This is an optimization exercise on Yosys and OpenROAD, whose aim is small area, a short achievable clock period and few clock cycles, not a production implementation.
Function was checked by simulation only, so behaviour that the tests miss may differ from the original.

==> exp/fjord <==
==> flow/design.v (excerpt) <==
module Milestone_1 (
	input  logic            Clock,
	input  logic            resetn,
	input  logic            start,
	input  logic   [15:0]   SRAM_read_data,
	output logic   [17:0]   SRAM_address,
	output logic   [15:0]   SRAM_write_data,
	output logic            SRAM_we_n,
	output logic            stop
);
Settings: LEC_CHECK=0, ABC_CLOCK_PERIOD_IN_PS=4500, CAP_MARGIN=20, CORE_MARGIN=2, CORE_UTILIZATION=40, SETUP_SLACK_MARGIN=5, SLEW_MARGIN=20; clock period 11.0 ns.
run.sh (not shown) runs the stock make flow with config.mk's settings and CLKGATE_MAP_FILE= SYNTH_SCRIPT=/design/flow/synth_recipe.tcl, a recipe that flattens the netlist after the stock synthesis.
==> exp/umber: changes against exp/fjord <==
--- a/flow/design.v
+++ b/flow/design.v
@@ -46,99 +46,115 @@
 			nxg = 1'b1;
 			np  = 3'd5;
 		end else begin
 			nkk = kka + 8'd1;
 		end
 	end
 end
-logic        n_rd_y, n_wr, n_rd_uv;
+logic        n_rd_y, n_wr, n_rd_uv, b_rd_y, b_wr, b_rd_uv, b_isv;
+logic [1:0]  b_off;
 logic [17:0] uv_addr;
 logic [1:0]  uv_off;
 logic        uv_isv;
 always_comb begin
 	n_rd_y  = 1'b0;
 	n_wr    = 1'b0;
 	n_rd_uv = 1'b0;
 	uv_off  = 2'd2;
 	uv_isv  = 1'b0;
-	if (xga) begin
-		n_rd_uv = 1'b1; uv_isv = 1'b1; uv_off = (pa == 3'd5) ? 2'd0 : 2'd1;
-	end else if (kka == 8'd0) begin
-		case (pa)
+	if (nxg) begin
+		n_rd_uv = 1'b1; uv_isv = 1'b1; uv_off = (np == 3'd5) ? 2'd0 : 2'd1;
+	end else if (nkk == 8'd0) begin
+		case (np)
 			3'd1: n_rd_y = 1'b1;
 			3'd2: begin n_rd_uv = 1'b1; uv_isv = 1'b0; uv_off = 2'd2; end
 			default: ;
 		endcase
 	end else begin
-		case (pa)
+		case (np)
 			3'd0: begin
-				if (!kka[0]) begin
+				if (!nkk[0]) begin
 					uv_isv = 1'b0;
-					if (kka == 8'd160) begin n_rd_uv = 1'b1; uv_off = 2'd0; end
-					else n_rd_uv = (kka <= 8'd154);
+					if (nkk == 8'd160) begin n_rd_uv = 1'b1; uv_off = 2'd0; end
+					else n_rd_uv = (nkk <= 8'd154);
 				end else begin
 					uv_isv = 1'b1;
-					n_rd_uv = (kka <= 8'd155);
+					n_rd_uv = (nkk <= 8'd155);
 				end
 			end
 			3'd1: begin
-				if (kka == 8'd160) begin n_rd_uv = 1'b1; uv_isv = 1'b0; uv_off = 2'd1; end
+				if (nkk == 8'd160) begin n_rd_uv = 1'b1; uv_isv = 1'b0; uv_off = 2'd1; end
 				else n_rd_y = 1'b1;
 			end
-			default: n_wr = !pre;
+			default: n_wr = 1'b1;
 		endcase
 	end
 end
-assign uv_addr = {3'd0, ycnt[15:1]} + (uv_isv ? V_BASE : U_BASE) + {16'd0, uv_off};
+assign uv_addr = {3'd0, ycnt[15:1]} + (b_isv ? V_BASE : U_BASE) + {16'd0, b_off};
 always_ff @(posedge Clock or negedge resetn) begin
 	if (~resetn) begin
 		run <= 1'b0;
 		stop <= 1'b0;
 		pre <= 1'b0;
 		xg <= 1'b0;
 		p <= 3'd0;
 		kk <= 8'd0;
 		pa <= 3'd0;
 		kka <= 8'd0;
 		xga <= 1'b0;
 		ycnt <= 16'd0;
 		waddr <= RGB_BASE;
+		b_rd_y <= 1'b0;
+		b_wr <= 1'b0;
+		b_rd_uv <= 1'b0;
+		b_isv <= 1'b0;
+		b_off <= 2'd0;
 		SRAM_address <= 18'd0;
 		SRAM_we_n <= 1'b1;
 	end else begin
 		SRAM_we_n <= 1'b1;
 		if (!run) begin
 			if (start && !stop) begin
 				run <= 1'b1;
 				pre <= 1'b1;
 				p <= 3'd0;
 				kk <= 8'd160;
 				pa <= 3'd1;
 				kka <= 8'd160;
 				SRAM_address <= U_BASE;
+				b_rd_y <= 1'b0;
+				b_wr <= 1'b0;
+				b_rd_uv <= 1'b1;
+				b_isv <= 1'b0;
+				b_off <= 2'd1;
 			end
 		end else if (row_end && last_row) begin
 			run <= 1'b0;
 			stop <= 1'b1;
 		end else begin
 			p <= pa;
 			kk <= kka;
 			xg <= xga;
 			pa <= np;
 			kka <= nkk;
 			xga <= nxg;
 			if (xga) pre <= 1'b0;
-			if (n_rd_y) begin
+			b_rd_y <= n_rd_y;
+			b_wr <= n_wr;
+			b_rd_uv <= n_rd_uv;
+			b_isv <= uv_isv;
+			b_off <= uv_off;
+			if (b_rd_y) begin
 				SRAM_address <= {2'd0, ycnt};
 				ycnt <= ycnt + 16'd1;
-			end else if (n_wr) begin
+			end else if (b_wr && !pre) begin
 				SRAM_address <= waddr;
 				waddr <= waddr + 18'd1;
 				SRAM_we_n <= 1'b0;
-			end else if (n_rd_uv) begin
+			end else if (b_rd_uv) begin
 				SRAM_address <= uv_addr;
 			end
 		end
 	end
 end
 logic c_s1v, c_tmode, c_tm2, c_tm3, c_isv3, c_first_i, c_ld_opu, c_ld_opv;
 logic c_cap_even, c_first_e, c_w1, c_w2;
==> comparison <==
In exp/fjord the critical path depth is higher than in exp/umber, by 1.
Of exp/umber and exp/fjord, exp/fjord has the higher routed wire length (gap 0.26%, measured against exp/fjord).
Against exp/umber, the synthesized cell count of exp/fjord is smaller by 2.4%.
exp/umber finished clean. exp/fjord went through all stages and came out clean.
Of exp/fjord and exp/umber, exp/umber has the higher via count (gap about 1.7%, measured against exp/umber).
In exp/umber the synthesized area is higher than in exp/fjord, by about 1.1%.
==> figures <==
quantity	exp/umber	exp/fjord
CP Launch Type	input port	register
Outcome	timing/DRC/antenna clean	timing/DRC/antenna clean
Worst Path Arrival	4.91 ns	5.16 ns
Data buffer area share	0.0241	0.0239
Hold Crit Start	c_first_e$_DFF_P_	e_negv$_DFF_P_
Clock latency on the worst-skew pair	0.62 ns	0.60 ns
Cell count of the worst reg-to-reg path	12	15
Crit. Startpoint	SRAM_read_data[8]	kka[0]$_DFFE_PN0P_
Type of the worst setup path	in -> reg	reg -> reg
GR Layer Usage met3	0.0340	0.0261
Worst Setup EP	p1m[8]$_SDFF_PP0_	SRAM_address[16]$_DFFE_PN0P_
Fraction of final layout cells sized beyond drive strength 1	0.0698	0.0767
Xor and xnor area share after synthesis	0.0279	0.0286
Pin count of the biggest net entering global routing	53	81
Testbench counts of exp/fjord, summed over its fixed seeds: cycles 774,744.
Testbench counts of exp/umber, summed over its fixed seeds: cycles 774,744.

[separate check: timing with driven ports]
How much do the figures lean on ideal ports? The routed layouts below were timed once more, with nothing changed but the port constraints.
Step 1, drivers: a clkbuf_16 drives Clock and a buf_2 each remaining input, both assumed.
Step 2, shift: input delay + t, output delay - t, t = (earliest + latest rising clock arrival at the registers) / 2. This alone moves slack from input paths to output paths.
Three values: no drivers, after step 1, after step 2; two values: the first two.
| run | t (ns) | slack for setup (ns) | hold slack, ns | latest minus earliest clock arrival (ns) | pins driven straight from the clock port |
|---|---|---|---|---|---|
| exp/fjord | 0.659 | 6.327 / 6.327 / 5.750 | 0.322 / 0.322 / 0.322 | 0.019 / 0.019 | 1 |
| exp/umber | 0.661 | 6.571 / 6.609 / 5.948 | 0.327 / 0.327 / 0.327 | 0.032 / 0.033 | 1 |
After both steps setup and hold are still met in every run listed. For exp/umber, which loses most, drivers alone change the setup slack by +0.038 ns; drivers and shift together by -0.623 ns.
